This design comes from an exercise in tuning for small area on the open sky130 flow, not from production work.
The RTL was checked by simulation tests, not by an equivalence proof against the original design.
Power figures rest on the tool's default switching activity, not on a simulated workload.

## flow/run.sh

```bash
#!/bin/bash
# synth_recipe.tcl (not shown) runs the flow's synth.tcl, then flattens the netlist and writes it again
# the make line also repeats each setting of config.mk as NAME=value (left out here)
make -C /OpenROAD-flow-scripts/flow DESIGN_CONFIG=/design/flow/config.mk WORK_HOME=/design/flow/orfs CLKGATE_MAP_FILE= SYNTH_SCRIPT=/design/flow/synth_recipe.tcl finish
```

## flow/config.mk

```make
export PLATFORM = sky130hd
export DESIGN_NAME = cpe_cpu
export DESIGN_NICKNAME = cpe_cpu
export VERILOG_FILES = /design/flow/design.v
export SDC_FILE = /design/flow/constraint.sdc
export NUM_CORES = 4
export LEC_CHECK = 0
export CAP_MARGIN = 20
export CORE_MARGIN = 2
export CORE_UTILIZATION = 30
export PLACE_DENSITY = 0.45
export SLEW_MARGIN = 20
```

## flow/constraint.sdc

```tcl
create_clock -name core_clock -period 20.0 [get_ports {clk_w_i}]
set_input_delay 4.0000 -clock core_clock [delete_from_list [all_inputs] [get_ports {clk_w_i}]]
set_output_delay 4.0000 -clock core_clock [all_outputs]
set_load 0.01 [all_outputs]
```

## flow/design.v

```verilog
module alu ( 
   alu_res_w_o,
   a_data_w_i, b_data_w_i, alu_control_w_i, addi_sub_flag_w_i,
   store_force_add_flag_w_i, branch_force_add_flag_w_i
   ) ;
   input wire [31:0] a_data_w_i;
   input wire [31:0] b_data_w_i;
   input wire [3:0]  alu_control_w_i;
   input wire        addi_sub_flag_w_i;
   input wire        store_force_add_flag_w_i;
   input wire        branch_force_add_flag_w_i;
   output wire [31:0] alu_res_w_o;
   reg [31:0] alu_res_r;
   always @ (*) begin
      if (store_force_add_flag_w_i | branch_force_add_flag_w_i) begin
         alu_res_r = a_data_w_i + b_data_w_i;  
      end else begin
         case (alu_control_w_i)
            4'b0000: alu_res_r = a_data_w_i + b_data_w_i;  
            4'b0001: alu_res_r = a_data_w_i << b_data_w_i[4:0];  
            4'b0010: alu_res_r = ($signed(a_data_w_i) < $signed(b_data_w_i)) ? 1 : 0;  
            4'b0011: alu_res_r = (a_data_w_i < b_data_w_i) ? 1 : 0;  
            4'b0100: alu_res_r = a_data_w_i ^ b_data_w_i;  
            4'b0101: alu_res_r = a_data_w_i >> b_data_w_i[4:0];  
            4'b0110: alu_res_r = a_data_w_i | b_data_w_i;  
            4'b0111: alu_res_r = a_data_w_i & b_data_w_i;  
            4'b1000: begin
               if (addi_sub_flag_w_i) begin
                  alu_res_r = a_data_w_i - b_data_w_i;  
               end else begin
                  alu_res_r = a_data_w_i + b_data_w_i;  
               end
            end
            4'b1001: alu_res_r = a_data_w_i << b_data_w_i[4:0];  
            4'b1010: alu_res_r = ($signed(a_data_w_i) < $signed(b_data_w_i)) ? 1 : 0;  
            4'b1011: alu_res_r = (a_data_w_i < b_data_w_i) ? 1 : 0;  
            4'b1100: alu_res_r = a_data_w_i ^ b_data_w_i;  
            4'b1101: alu_res_r = $signed(a_data_w_i) >>> b_data_w_i[4:0];  
            4'b1110: alu_res_r = a_data_w_i | b_data_w_i;  
            4'b1111: alu_res_r = a_data_w_i & b_data_w_i;  
            default: alu_res_r = a_data_w_i + b_data_w_i;  
         endcase
      end
   end
   assign alu_res_w_o = alu_res_r;
endmodule  
module cmp_gen ( 
   eq_w_o_h, gteu_w_o_h, ltu_w_o_h, gtes_w_o_h, lts_w_o_h,
   rd_data_1_w_i, rd_data_2_w_i
   ) ;
   input wire [31:0] rd_data_1_w_i;
   input wire [31:0] rd_data_2_w_i;
   output wire        eq_w_o_h;
   output wire        gteu_w_o_h;
   output wire        ltu_w_o_h;
   output wire        gtes_w_o_h;
   output wire        lts_w_o_h;
   assign eq_w_o_h = (rd_data_1_w_i == rd_data_2_w_i);
   assign gteu_w_o_h = ((rd_data_1_w_i >= rd_data_2_w_i) ? 1 : 0);
   assign ltu_w_o_h = ((rd_data_1_w_i < rd_data_2_w_i) ? 1 : 0);
   assign gtes_w_o_h = (($signed(rd_data_1_w_i) >= $signed(rd_data_2_w_i)) ? 1 : 0);
   assign lts_w_o_h = (($signed(rd_data_1_w_i) < $signed(rd_data_2_w_i)) ? 1 : 0);
endmodule  
module cond_branch_control ( 
   cond_branch_w_o_h,
   funct_3_w_i, eq_w_i_h, gteu_w_i_h, gtes_w_i_h, ltu_w_i_h, lts_w_i_h,
   cmp_branch_w_i_h
   ) ;
   input wire [2:0] funct_3_w_i;
   input wire        eq_w_i_h;
   input wire        gteu_w_i_h;
   input wire        gtes_w_i_h;
   input wire        ltu_w_i_h;
   input wire        lts_w_i_h;
   input wire        cmp_branch_w_i_h;
   output wire       cond_branch_w_o_h;
   wire [5:0]        internal_value;
   wire              inter_res;
   reg [5:0]        compare_mask;
   always @ (*) begin
      case (funct_3_w_i)
         3'b000: begin           
            compare_mask = 6'b10_0000;
         end
         3'b001: begin           
            compare_mask = 6'b01_0000;
         end
         3'b100: begin           
            compare_mask = 6'b00_1000;
         end
         3'b101: begin           
            compare_mask = 6'b00_0100;
         end
         3'b110: begin           
            compare_mask = 6'b00_0010;
         end
         3'b111: begin           
            compare_mask = 6'b00_0001;
         end
         default: begin
            compare_mask = 6'b00_0000;
         end
      endcase  
   end
   assign internal_value[5] = (compare_mask[5] & eq_w_i_h);
   assign internal_value[4] = (compare_mask[4] & (~eq_w_i_h));
   assign internal_value[3] = (compare_mask[3] & lts_w_i_h);
   assign internal_value[2] = (compare_mask[2] & gtes_w_i_h);
   assign internal_value[1] = (compare_mask[1] & ltu_w_i_h);
   assign internal_value[0] = (compare_mask[0] & gteu_w_i_h);
   assign inter_res = |internal_value;
   assign cond_branch_w_o_h = inter_res & cmp_branch_w_i_h;
endmodule  
module control ( 
   reg_write_w_o_h, alu_src_a_w_o, alu_src_b_w_o, mem_wr_w_o_h, mem_rd_w_o_h,
   branch_w_o_h, mem_to_reg_w_o_h, jal_w_o_h, imm_to_reg_w_o_h, pc_to_reg_w_o,
   cmp_branch_w_o_h,
   opcode_w_i
   ) ;
   input wire [6:0] opcode_w_i;
   output wire      reg_write_w_o_h;
   output wire      alu_src_a_w_o;
   output wire      alu_src_b_w_o;
   output wire      mem_wr_w_o_h;
   output wire      mem_rd_w_o_h;
   output wire      branch_w_o_h;
   output wire      mem_to_reg_w_o_h;
   output wire      jal_w_o_h;
   output wire      imm_to_reg_w_o_h;
   output wire      pc_to_reg_w_o;
   output wire      cmp_branch_w_o_h;
   reg reg_write_r_h;
   reg alu_src_a_r;
   reg alu_src_b_r;
   reg mem_wr_r_h;
   reg mem_rd_r_h;
   reg branch_r_h;
   reg mem_to_reg_r_h;
   reg jal_r_h;
   reg imm_to_reg_r_h;
   reg pc_to_reg_r;
   reg cmp_branch_r_h;
   always @ (*) begin
      case (opcode_w_i)
         7'b1101111: begin       
            reg_write_r_h  = 1'b1;
            mem_wr_r_h     = 1'b0;
            mem_rd_r_h     = 1'b0;
            branch_r_h     = 1'b1;
            mem_to_reg_r_h = 1'b0;
            jal_r_h        = 1'b1;
            imm_to_reg_r_h = 1'b0;
            alu_src_a_r    = 1'b1;
            alu_src_b_r    = 1'b1;
            pc_to_reg_r    = 1'b1;
            cmp_branch_r_h = 1'b0;
         end
         7'b0110111: begin       
            reg_write_r_h  = 1'b1;
            mem_wr_r_h     = 1'b0;
            mem_rd_r_h     = 1'b0;
            branch_r_h     = 1'b0;
            mem_to_reg_r_h = 1'b0;
            jal_r_h        = 1'b0;
            imm_to_reg_r_h = 1'b1;
            alu_src_a_r    = 1'b0;
            alu_src_b_r    = 1'b1;
            pc_to_reg_r    = 1'b0;
            cmp_branch_r_h = 1'b0;
         end
         7'b0010111: begin       
            reg_write_r_h = 1'b1;
            mem_wr_r_h = 1'b0;
            mem_rd_r_h = 1'b0;
            branch_r_h = 1'b0;
            mem_to_reg_r_h = 1'b0;
            jal_r_h = 1'b0;
            imm_to_reg_r_h = 1'b0;
            alu_src_a_r    = 1'b1;
            alu_src_b_r    = 1'b1;
            pc_to_reg_r    = 1'b0;
            cmp_branch_r_h = 1'b0;
         end
         7'b1100011: begin       
            reg_write_r_h = 1'b0;
            mem_wr_r_h = 1'b0;
            mem_rd_r_h = 1'b0;
            branch_r_h = 1'b1;
            mem_to_reg_r_h = 1'b0;
            jal_r_h = 1'b0;
            imm_to_reg_r_h = 1'b0;
            alu_src_a_r    = 1'b1;
            alu_src_b_r    = 1'b1;
            pc_to_reg_r    = 1'b0;
            cmp_branch_r_h = 1'b1;
         end
         7'b0100011: begin       
            reg_write_r_h = 1'b0;
            mem_wr_r_h = 1'b1;
            mem_rd_r_h = 1'b0;
            branch_r_h = 1'b0;
            mem_to_reg_r_h = 1'b0;
            jal_r_h = 1'b0;
            imm_to_reg_r_h = 1'b0;
            alu_src_a_r    = 1'b0;
            alu_src_b_r    = 1'b1;
            pc_to_reg_r    = 1'b0;
            cmp_branch_r_h = 1'b0;
         end
         7'b1100111: begin       
            reg_write_r_h = 1'b1;
            mem_wr_r_h = 1'b0;
            mem_rd_r_h = 1'b0;
            branch_r_h = 1'b1;
            mem_to_reg_r_h = 1'b0;
            jal_r_h = 1'b1;
            imm_to_reg_r_h = 1'b0;
            alu_src_a_r    = 1'b0;
            alu_src_b_r    = 1'b1;
            pc_to_reg_r    = 1'b1;
            cmp_branch_r_h = 1'b0;
         end
         7'b0000011: begin       
            reg_write_r_h = 1'b1;
            mem_wr_r_h = 1'b0;
            mem_rd_r_h = 1'b1;
            branch_r_h = 1'b0;
            mem_to_reg_r_h = 1'b1;
            jal_r_h = 1'b0;
            imm_to_reg_r_h = 1'b0;
            alu_src_a_r    = 1'b0;
            alu_src_b_r    = 1'b1;
            pc_to_reg_r    = 1'b0;
            cmp_branch_r_h = 1'b0;
         end
         7'b0010011: begin       
            reg_write_r_h = 1'b1;
            mem_wr_r_h = 1'b0;
            mem_rd_r_h = 1'b0;
            branch_r_h = 1'b0;
            mem_to_reg_r_h = 1'b0;
            jal_r_h = 1'b0;
            imm_to_reg_r_h = 1'b0;
            alu_src_a_r    = 1'b0;
            alu_src_b_r    = 1'b1;
            pc_to_reg_r    = 1'b0;
            cmp_branch_r_h = 1'b0;
         end
         7'b0110011: begin       
            reg_write_r_h = 1'b1;
            mem_wr_r_h = 1'b0;
            mem_rd_r_h = 1'b0;
            branch_r_h = 1'b0;
            mem_to_reg_r_h = 1'b0;
            jal_r_h = 1'b0;
            imm_to_reg_r_h = 1'b0;
            alu_src_a_r    = 1'b0;
            alu_src_b_r    = 1'b0;
            pc_to_reg_r    = 1'b0;
            cmp_branch_r_h = 1'b0;
         end
         default: begin
            reg_write_r_h = 1'b0;
            mem_wr_r_h = 1'b0;
            mem_rd_r_h = 1'b0;
            branch_r_h = 1'b0;
            mem_to_reg_r_h = 1'b0;
            jal_r_h = 1'b0;
            imm_to_reg_r_h = 1'b0;
            alu_src_a_r    = 1'b0;
            alu_src_b_r    = 1'b0;
            pc_to_reg_r    = 1'b0;
            cmp_branch_r_h = 1'b0;
         end
      endcase  
   end
   assign reg_write_w_o_h = reg_write_r_h;
   assign mem_wr_w_o_h = mem_wr_r_h;
   assign mem_rd_w_o_h = mem_rd_r_h;
   assign branch_w_o_h = branch_r_h;
   assign mem_to_reg_w_o_h = mem_to_reg_r_h;
   assign jal_w_o_h = jal_r_h;
   assign imm_to_reg_w_o_h = imm_to_reg_r_h;
   assign alu_src_a_w_o = alu_src_a_r;
   assign alu_src_b_w_o = alu_src_b_r;
   assign pc_to_reg_w_o = pc_to_reg_r;
   assign cmp_branch_w_o_h = cmp_branch_r_h;
endmodule  
module imm_gen ( 
   imm_w_o,
   instr_w_i
   ) ;
   input [31:0] instr_w_i;
   output [31:0] imm_w_o;
   parameter J_TYPE = 7'b1101111,  
      U_TYPE      = 6'b010111,
      S_TYPE      = 7'b0100011,
      B_TYPE      = 7'b1100011,
      I_TYPE      = 2'b11;            
   parameter SLLI = 4'b0001,
      SRLI = 4'b0101,
      SRAI = 4'b1101;
   reg [6:0]    opcode_r;
   reg [31:0]   imm_r;
   always @ (*) begin
      opcode_r = instr_w_i[6:0];
      if (opcode_r == J_TYPE) begin
         imm_r = {{11{instr_w_i[31]}}, instr_w_i[31], instr_w_i[19:12], instr_w_i[20], instr_w_i[30:21], 1'b0};
      end else if ({opcode_r[6], opcode_r[4:0]} == U_TYPE) begin
         imm_r = {instr_w_i[31:12], {12{1'b0}}};
      end else if (opcode_r == S_TYPE) begin
         imm_r = {{20{instr_w_i[31]}}, instr_w_i[31:25], instr_w_i[11:7]};
      end else if (opcode_r == B_TYPE) begin
         imm_r = {{19{instr_w_i[31]}}, instr_w_i[31], instr_w_i[7], instr_w_i[30:25], instr_w_i[11:8], 1'b0};
      end else begin  
         imm_r = {{20{instr_w_i[31]}}, instr_w_i[31:20]};
      end
   end  
   assign imm_w_o = imm_r;
 endmodule  
module pc ( 
   instr_w_o,
   pc_w_i, clk_w_i, res_w_i_h
   ) ;
   input wire [31:0] pc_w_i;
   input wire        clk_w_i;
   input wire        res_w_i_h;
   output wire [31:0] instr_w_o;
   reg [31:0] curr_instr_r;
   always @ (posedge clk_w_i or posedge res_w_i_h) begin
      if (res_w_i_h) begin
         curr_instr_r <= 0;
      end else begin
         curr_instr_r <= pc_w_i;
      end
   end
   assign instr_w_o = curr_instr_r;
endmodule  
module registers ( 
   rd_data_1_w_o, rd_data_2_w_o,
   clk_w_i, res_w_i_h, rd_reg_1_w_i, rd_reg_2_w_i, wr_reg_w_i, wr_data_w_i,
   reg_wr_flag_w_i
   ) ;
   input wire clk_w_i;
   input wire res_w_i_h;
   input wire [4:0] rd_reg_1_w_i;
   input wire [4:0] rd_reg_2_w_i;
   input wire [4:0] wr_reg_w_i;
   input wire [31:0] wr_data_w_i;
   input wire        reg_wr_flag_w_i;
   output wire [31:0] rd_data_1_w_o;
   output wire [31:0] rd_data_2_w_o;
   reg [31:0]         register [31:0];
   integer            i;
   always @ (posedge clk_w_i or posedge res_w_i_h) begin
      if (res_w_i_h) begin
         for (i = 0; i < 32; i = i + 1) begin
            register[i] <= 0;
         end
      end else begin
         if (reg_wr_flag_w_i) begin
            if (wr_reg_w_i != 0) begin 
               register[wr_reg_w_i] <= wr_data_w_i;
            end
         end
      end
   end
   assign rd_data_1_w_o = register[rd_reg_1_w_i];
   assign rd_data_2_w_o = register[rd_reg_2_w_i];
endmodule  
module cpe_cpu ( 
   mem_data_in_w_o, mem_addr_in_w_o, instr_w_o, mem_wr_w_o_h, mem_rd_w_o_h,
   mem_wr_byte_sel_w_o, mem_rd_byte_sel_w_o,
   clk_w_i, res_w_i_h, instr_w_i, mem_data_w_i
   ) ;
   input wire clk_w_i;
   input wire res_w_i_h;
   input wire [31:0] instr_w_i;
   input wire [31:0] mem_data_w_i;
   output wire [31:0] mem_data_in_w_o;
   output wire [31:0] mem_addr_in_w_o;
   output wire [31:0] instr_w_o;
   output wire                             mem_wr_w_o_h;
   output wire                             mem_rd_w_o_h;
   output wire [1:0]                       mem_wr_byte_sel_w_o;
   output wire [2:0]                       mem_rd_byte_sel_w_o;
   wire [31:0]                             pc_w_i;
   wire [4:0]                              rd_reg_1_w_i;
   wire [4:0]                              rd_reg_2_w_i;
   wire [4:0]                              wr_reg_w_i;
   wire [31:0]                             wr_data_w_i;
   wire [31:0]                             rd_data_1_w_o;
   wire [31:0]                             rd_data_2_w_o;
   wire [31:0]                             imm_w_o;
   wire [6:0]                              opcode_w_i;
   wire                                    reg_write_w_o_h;
   wire                                    reg_wr_flag_w_i;
   wire                                    branch_res;
   wire                                    alu_src_a_w_o;
   wire                                    alu_src_b_w_o;
   wire                                    branch_w_o_h;
   wire                                    mem_to_reg_w_o_h;
   wire                                    jal_w_o_h;
   wire                                    imm_to_reg_w_o_h;
   wire                                    pc_to_reg_w_o;
   wire                                    cmp_branch_w_o_h;
   wire [31:0]                             a_data_w_i;
   wire [31:0]                             b_data_w_i;
   wire [3:0]                              alu_control_w_i;
   wire                                    addi_sub_flag_w_i;
   wire                                    store_force_add_flag_w_i;
   wire                                    branch_force_add_flag_w_i;
   wire [31:0]                             alu_res_w_o;
   wire [31:0] rd_data_1_w_i;
   wire [31:0] rd_data_2_w_i;
   wire                                    eq_w_o_h;
   wire                                    gteu_w_o_h;
   wire                                    ltu_w_o_h;
   wire                                    gtes_w_o_h;
   wire                                    lts_w_o_h;
   wire [2:0]                              funct_3_w_i;
   wire                                    eq_w_i_h;
   wire                                    gteu_w_i_h;
   wire                                    gtes_w_i_h;
   wire                                    ltu_w_i_h;
   wire                                    lts_w_i_h;
   wire                                    cmp_branch_w_i_h;
   wire                                    cond_branch_w_o_h;
   wire [31:0]                             alu_mem_w_i;
   wire [31:0]                             imm_or_res_w_i;
   alu alu_0( 
             .alu_res_w_o               (alu_res_w_o),
             .a_data_w_i                (a_data_w_i),
             .b_data_w_i                (b_data_w_i),
             .alu_control_w_i           (alu_control_w_i),
             .addi_sub_flag_w_i         (addi_sub_flag_w_i),
             .store_force_add_flag_w_i  (store_force_add_flag_w_i),
             .branch_force_add_flag_w_i (branch_force_add_flag_w_i));
   cmp_gen cmp_gen_0( 
                     .eq_w_o_h          (eq_w_o_h),
                     .gteu_w_o_h        (gteu_w_o_h),
                     .ltu_w_o_h         (ltu_w_o_h),
                     .gtes_w_o_h        (gtes_w_o_h),
                     .lts_w_o_h         (lts_w_o_h),
                     .rd_data_1_w_i     (rd_data_1_w_i),
                     .rd_data_2_w_i     (rd_data_2_w_i));
   cond_branch_control cbc_0( 
                             .cond_branch_w_o_h (cond_branch_w_o_h),
                             .funct_3_w_i       (funct_3_w_i),
                             .eq_w_i_h          (eq_w_i_h),
                             .gteu_w_i_h        (gteu_w_i_h),
                             .gtes_w_i_h        (gtes_w_i_h),
                             .ltu_w_i_h         (ltu_w_i_h),
                             .lts_w_i_h         (lts_w_i_h),
                             .cmp_branch_w_i_h  (cmp_branch_w_i_h));
   imm_gen imm_gen_0( 
                     .imm_w_o           (imm_w_o),
                     .instr_w_i         (instr_w_i));
   pc pc_0( 
           .instr_w_o                   (instr_w_o),
           .pc_w_i                      (pc_w_i),
           .clk_w_i                     (clk_w_i),
           .res_w_i_h                   (res_w_i_h));
   registers registers_0( 
                         .rd_data_1_w_o         (rd_data_1_w_o),
                         .rd_data_2_w_o         (rd_data_2_w_o),
                         .clk_w_i               (clk_w_i),
                         .res_w_i_h             (res_w_i_h),
                         .rd_reg_1_w_i          (rd_reg_1_w_i),
                         .rd_reg_2_w_i          (rd_reg_2_w_i),
                         .wr_reg_w_i            (wr_reg_w_i),
                         .wr_data_w_i           (wr_data_w_i),
                         .reg_wr_flag_w_i       (reg_wr_flag_w_i));
   control control_0( 
                     .reg_write_w_o_h   (reg_write_w_o_h),
                     .alu_src_a_w_o     (alu_src_a_w_o),
                     .alu_src_b_w_o     (alu_src_b_w_o),
                     .mem_wr_w_o_h      (mem_wr_w_o_h),
                     .mem_rd_w_o_h      (mem_rd_w_o_h),
                     .branch_w_o_h      (branch_w_o_h),
                     .mem_to_reg_w_o_h  (mem_to_reg_w_o_h),
                     .jal_w_o_h         (jal_w_o_h),
                     .imm_to_reg_w_o_h  (imm_to_reg_w_o_h),
                     .pc_to_reg_w_o     (pc_to_reg_w_o),
                     .cmp_branch_w_o_h  (cmp_branch_w_o_h),
                     .opcode_w_i        (opcode_w_i));
   assign pc_w_i = branch_res ? {alu_res_w_o[31:1], 1'b0} : (instr_w_o + 4);
   assign branch_res = branch_w_o_h & (jal_w_o_h | cond_branch_w_o_h);
   assign rd_reg_1_w_i = instr_w_i[19:15];
   assign rd_reg_2_w_i = instr_w_i[24:20];
   assign wr_reg_w_i = instr_w_i[11:7];
   assign opcode_w_i = instr_w_i[6:0];
   assign reg_wr_flag_w_i = reg_write_w_o_h;
   assign a_data_w_i = alu_src_a_w_o ? instr_w_o : rd_data_1_w_o;
   assign b_data_w_i = alu_src_b_w_o ? imm_w_o : rd_data_2_w_o;
   assign alu_control_w_i = {instr_w_i[30], instr_w_i[14:12]};
   assign addi_sub_flag_w_i = instr_w_i[5];
   assign store_force_add_flag_w_i = ((instr_w_i[6:0] == 7'b0100011) |
                                      (instr_w_i[6:0] == 7'b0000011) |
                                      (instr_w_i[6:0] == 7'b0110111) |
                                      (instr_w_i[6:0] == 7'b0010111));
   assign branch_force_add_flag_w_i = branch_res;
   assign rd_data_1_w_i = rd_data_1_w_o;
   assign rd_data_2_w_i = rd_data_2_w_o;
   assign funct_3_w_i = instr_w_i[14:12];
   assign eq_w_i_h = eq_w_o_h;
   assign gteu_w_i_h = gteu_w_o_h;
   assign gtes_w_i_h = gtes_w_o_h;
   assign ltu_w_i_h = ltu_w_o_h;
   assign lts_w_i_h = lts_w_o_h;
   assign cmp_branch_w_i_h = cmp_branch_w_o_h;
   assign wr_data_w_i = imm_to_reg_w_o_h ? imm_w_o : imm_or_res_w_i;
   assign imm_or_res_w_i = pc_to_reg_w_o ? (instr_w_o + 4) : alu_mem_w_i;
   assign alu_mem_w_i = mem_to_reg_w_o_h ? mem_data_w_i : alu_res_w_o;
   assign mem_wr_byte_sel_w_o = instr_w_i[13:12];
   assign mem_rd_byte_sel_w_o = instr_w_i[14:12];
   assign mem_addr_in_w_o = alu_res_w_o;
   assign mem_data_in_w_o = rd_data_2_w_o;
endmodule  
```

==> impl_metrics.ini <==
[logic_synthesis]
synth_area_leader_cell = dfrtp_1
syn_area_mm2 = 0.0662
yosysSeqAreaShare = 0.387
synthesis.nets = 7825
synth_edf_count = 0
syn_avg_cell_area_um2 = 8.68
synth_area_leaders = dfrtp_1 39%, a22oi_1 5.9%, nand2_1 5.4%, and3_1 4.8%, mux2_2 4.6%
yosysTopAreaCellShare = 0.387
synth_seq_cells = 1023
synth_cell_types = 115
yosysWarnings = 7
synth_flop_cell = dfrtp_1
synth-async-reset-ratio = 1.00
syn_inst = 7627

[finish]
design_area_mm2 = 0.0765
instances_no_fill = 10500
final_util = 0.349
num-nets-final = 7703
area_growth_pct = 15.5
drive_above_1_share = 0.148

[grt]
overflow = 0
first_global_vias = 67400
grt_max_degree = 150
grt_pass1_wl_mm = 631
antenna_found_initial = 64
grtUsageTotal = 0.412

[timing]
finalHoldViolations = 0
hold_ws_ns = 0.502
finClkSkew_ns = 0.0609
slew_violations = 0
fmax_mhz = 55.2
period_needed_ns = 18.13
rsz0062_at_grt = no
finalSetupViolations = 0
worstMarginPinSlew_ns = 1.32
finalSetupTns_ns = 0
maxSlewHeadroom = 0.119
period_share = 0.906

[clocking]
clock_path_buffers = 3
cts.reportedPaths.clkPinSlew_ns = 0.06
ctsHoldBuffers = 0
insertion_delay_ns = 0.87
numCtsBuffers = 132
clkSinkCount = 1023
cts_resized = 0
cts_tree = yes
post-cts-setup-buffers = 0
cts_root_buf = clkbuf_16
htreeDepth = 4

[route]
vias_per_cell = 6.96
ant_nets = 0
drc = 0
wl_per_cell_um = 45.5
vias = 73100
drtIter0Drc = 13400
wl_mm = 478
first_pass_iters = 12

[min_path]
min-delay-start = registers_0.register[11][11]
hold_class = flop to flop

[placement]
place_hpwl_mm = 330
io_buffer_count = 167
placedCellCount = 10200
dpl_cell_area_mm2 = 0.0719
gp_congestion = 1.06

[floorplan]
ioPinCount = 169
core.rowCount = 172
dieArea_mm2 = 0.225
start_util = 0.302
fp.dieH_um = 474
die_w_um = 474
core_area_mm2 = 0.220

[power]
p_leak_uw = 0.0340
clockPowerShare = 0.417
p_sw_uw = 2100
intPower_uw = 3980
power_density_mw_per_mm2 = 79.5
ir_drop_v = 0.0000883
switching_share = 0.345
combPwrFrac = 0.201
seq_power_share = 0.382

[setup_path]
end_kind = output port
startpoint = instr_w_i[21]
cpMostUsedCell = buf_4
worstSetupPathType = input pin to output port
path_max_fanout = 15
crit_slowest_cell = nor2_4
cp.required_ns = 16.00
path_cells = clkdlybuf4s50_1 > or3b_1 > nor2_4 > buf_4 > a22oi_1 > and3_1 > nand3_1 > inv_1 > ha_1 > and4_1 > nand4_1 > a21oi_1 > a2111oi_1 > buf_4 > o21ai_0 > mux2i_1 > nand3b_1 > buf_8 > buf_4 > a31oi_1 > o221ai_1 > a2111oi_0 > a22oi_1 > clkdlybuf4s50_1
regToRegStartpoint = registers_0.register[9][21]
worstSetupStartpointType = input pin
max_stage_delay_ns = 0.93
crit_arrival_ns = 14.13

[run_status]
outcome = timing/DRC/antenna clean

[flow_run]
cap_viol_max_count = 0
-- cell usage in the layout (no fill, tap or decap), types with 40 or more instances in the layout --
cell type | Yosys | final
a31oi_1 | 193 | 190
a2111oi_0 | 87 | 85
ha_1 | 130 | 130
o31ai_1 | 141 | 141
and3_1 | 508 | 507
nor3_1 | 51 | 51
a21oi_1 | 264 | 255
xnor2_1 | 64 | 64
nand2_1 | 945 | 915
and4_1 | 42 | 42
o21ai_0 | 401 | 398
o211ai_1 | 66 | 66
nor4_1 | 46 | 40
a22o_1 | 71 | 70
clkdlybuf4s50_1 | 0 | 159
a22oi_1 | 524 | 524
o21a_1 | 42 | 40
nor2_4 | 2 | 74
nor2_1 | 498 | 409
nand4_1 | 95 | 95
buf_4 | 26 | 334
dfrtp_1 | 1023 | 1023
o21ai_1 | 48 | 45
mux2i_1 | 143 | 143
nand3_1 | 324 | 321
mux2_2 | 272 | 272
a2111o_1 | 61 | 61
clkbuf_16 | 0 | 135
a221oi_1 | 44 | 43
inv_1 | 160 | 159
-- Yosys cell counts (all sizes together) (171+ instances only) --
cell    count
dfrtp    1023
nand2     947
clkbuf    530
a22oi     524
nor2      513
and3      508
o21ai     449
nand3     325
mux2      273
a21oi     265
buf       234
a31oi     198
o31ai     171
-- power groups by stage --
stage	combinational (uW)	sequential [uW]	clock [uW]
6_report	1220	2320	2540
5_1_grt	1240	2320	2630
4_1_cts	1160	2310	2550
3_5_place_dp	1160	2350	0
3_3_place_gp	1160	2350	0
2_1_floorplan	611	2280	0
-- through the flow --
| stage | setup slack [ns] | power [uW] |
|---|---|---|
| 6_report | 1.87 | 6080 |
| 5_1_grt | 2.16 | 6200 |
| 4_1_cts | 2.63 | 6030 |
| 3_5_place_dp | 2.67 | 3510 |
| 3_3_place_gp | 2.34 | 3510 |
| 2_1_floorplan | 1.90 | 2890 |
-- kinds of logic after synthesis --
logic type,after synthesis,synth area share
other,1,0.0000566
DFF,1023,0.387
and+or+nand+nor,2747,0.204
buffers and inverters,931,0.0583
AOI/OAI and AO/OA,2292,0.247
adders and majority gates,132,0.0252
muxes,417,0.0684
xor gates and xnor gates,84,0.0111
-- worst paths after layout --
path,end,slack (ns),cells after the start
worst max-delay path,mem_addr_in_w_o[19],1.87,24
worst min-delay path,registers_0.register[11][11],0.50,2
worst max register to register,registers_0.register[15][19],10.98,22
worst min register to register,registers_0.register[11][11],0.50,2
max in group asynchronous,registers_0.register[1][0],12.65,6
min in group asynchronous,registers_0.register[31][6],3.57,2
-- sequential cells by signal, summed over array words and instances (netlist names) --
name	count
pc_0.curr_instr_r	31
registers_0.register	992
-- metal layers --
metal,wire length (um),vias up,GRT usage
met4,39700,32,0.284
met1,183000,36600,0.517
met5,354,-,0.00757
li1,-,28200,-
met3,63100,1833,0.161
met2,192000,6377,0.576
-- worst max-delay path: cells and delay by family --
kind | cells | cell delay (ns)
buffers and inverters | 7 | 3.15
muxes | 1 | 0.18
and+or+nand+nor | 7 | 3.44
adders and majority gates | 1 | 0.40
AOI/OAI and AO/OA | 8 | 2.88
-- cell type report --
type	instances	area, um2
sequential	1023	25600
antenna	31	77.6
tap	2871	3590
inverter	167	633
multi-input combinational	5673	37800
clock inverter	36	538
timing repair buffer	508	4280
clock buffer	197	3960
fill	22600	143000

[separate check: timing with driven ports]
The flow's constraints put no driver on any port. The routed layout listed below was extracted and timed again, unchanged, in two steps.
Step 1 assumes that a clkbuf_16 drives the clock port and a buf_2 every other input.
Step 2 moves the port delays by t, midway between the first and last clock arrival at a register: inputs arrive t later, outputs are due t later. That takes back most of the time a late clock gives input paths.
Three values: no drivers, after step 1, after step 2; two values: the first two.
shift t [ns]: 0.936
slack for setup (ns): 1.873 / 1.850 / 1.850
worst setup path after step 2: input to output
slew at the worst register clock pin (ns): 0.07 / 0.07
worst slew at a driven data input, ns: 0.14
After both steps setup and hold are still met in this run. The setup slack of this run moves by -0.023 ns with the drivers and by -0.023 ns with both steps.
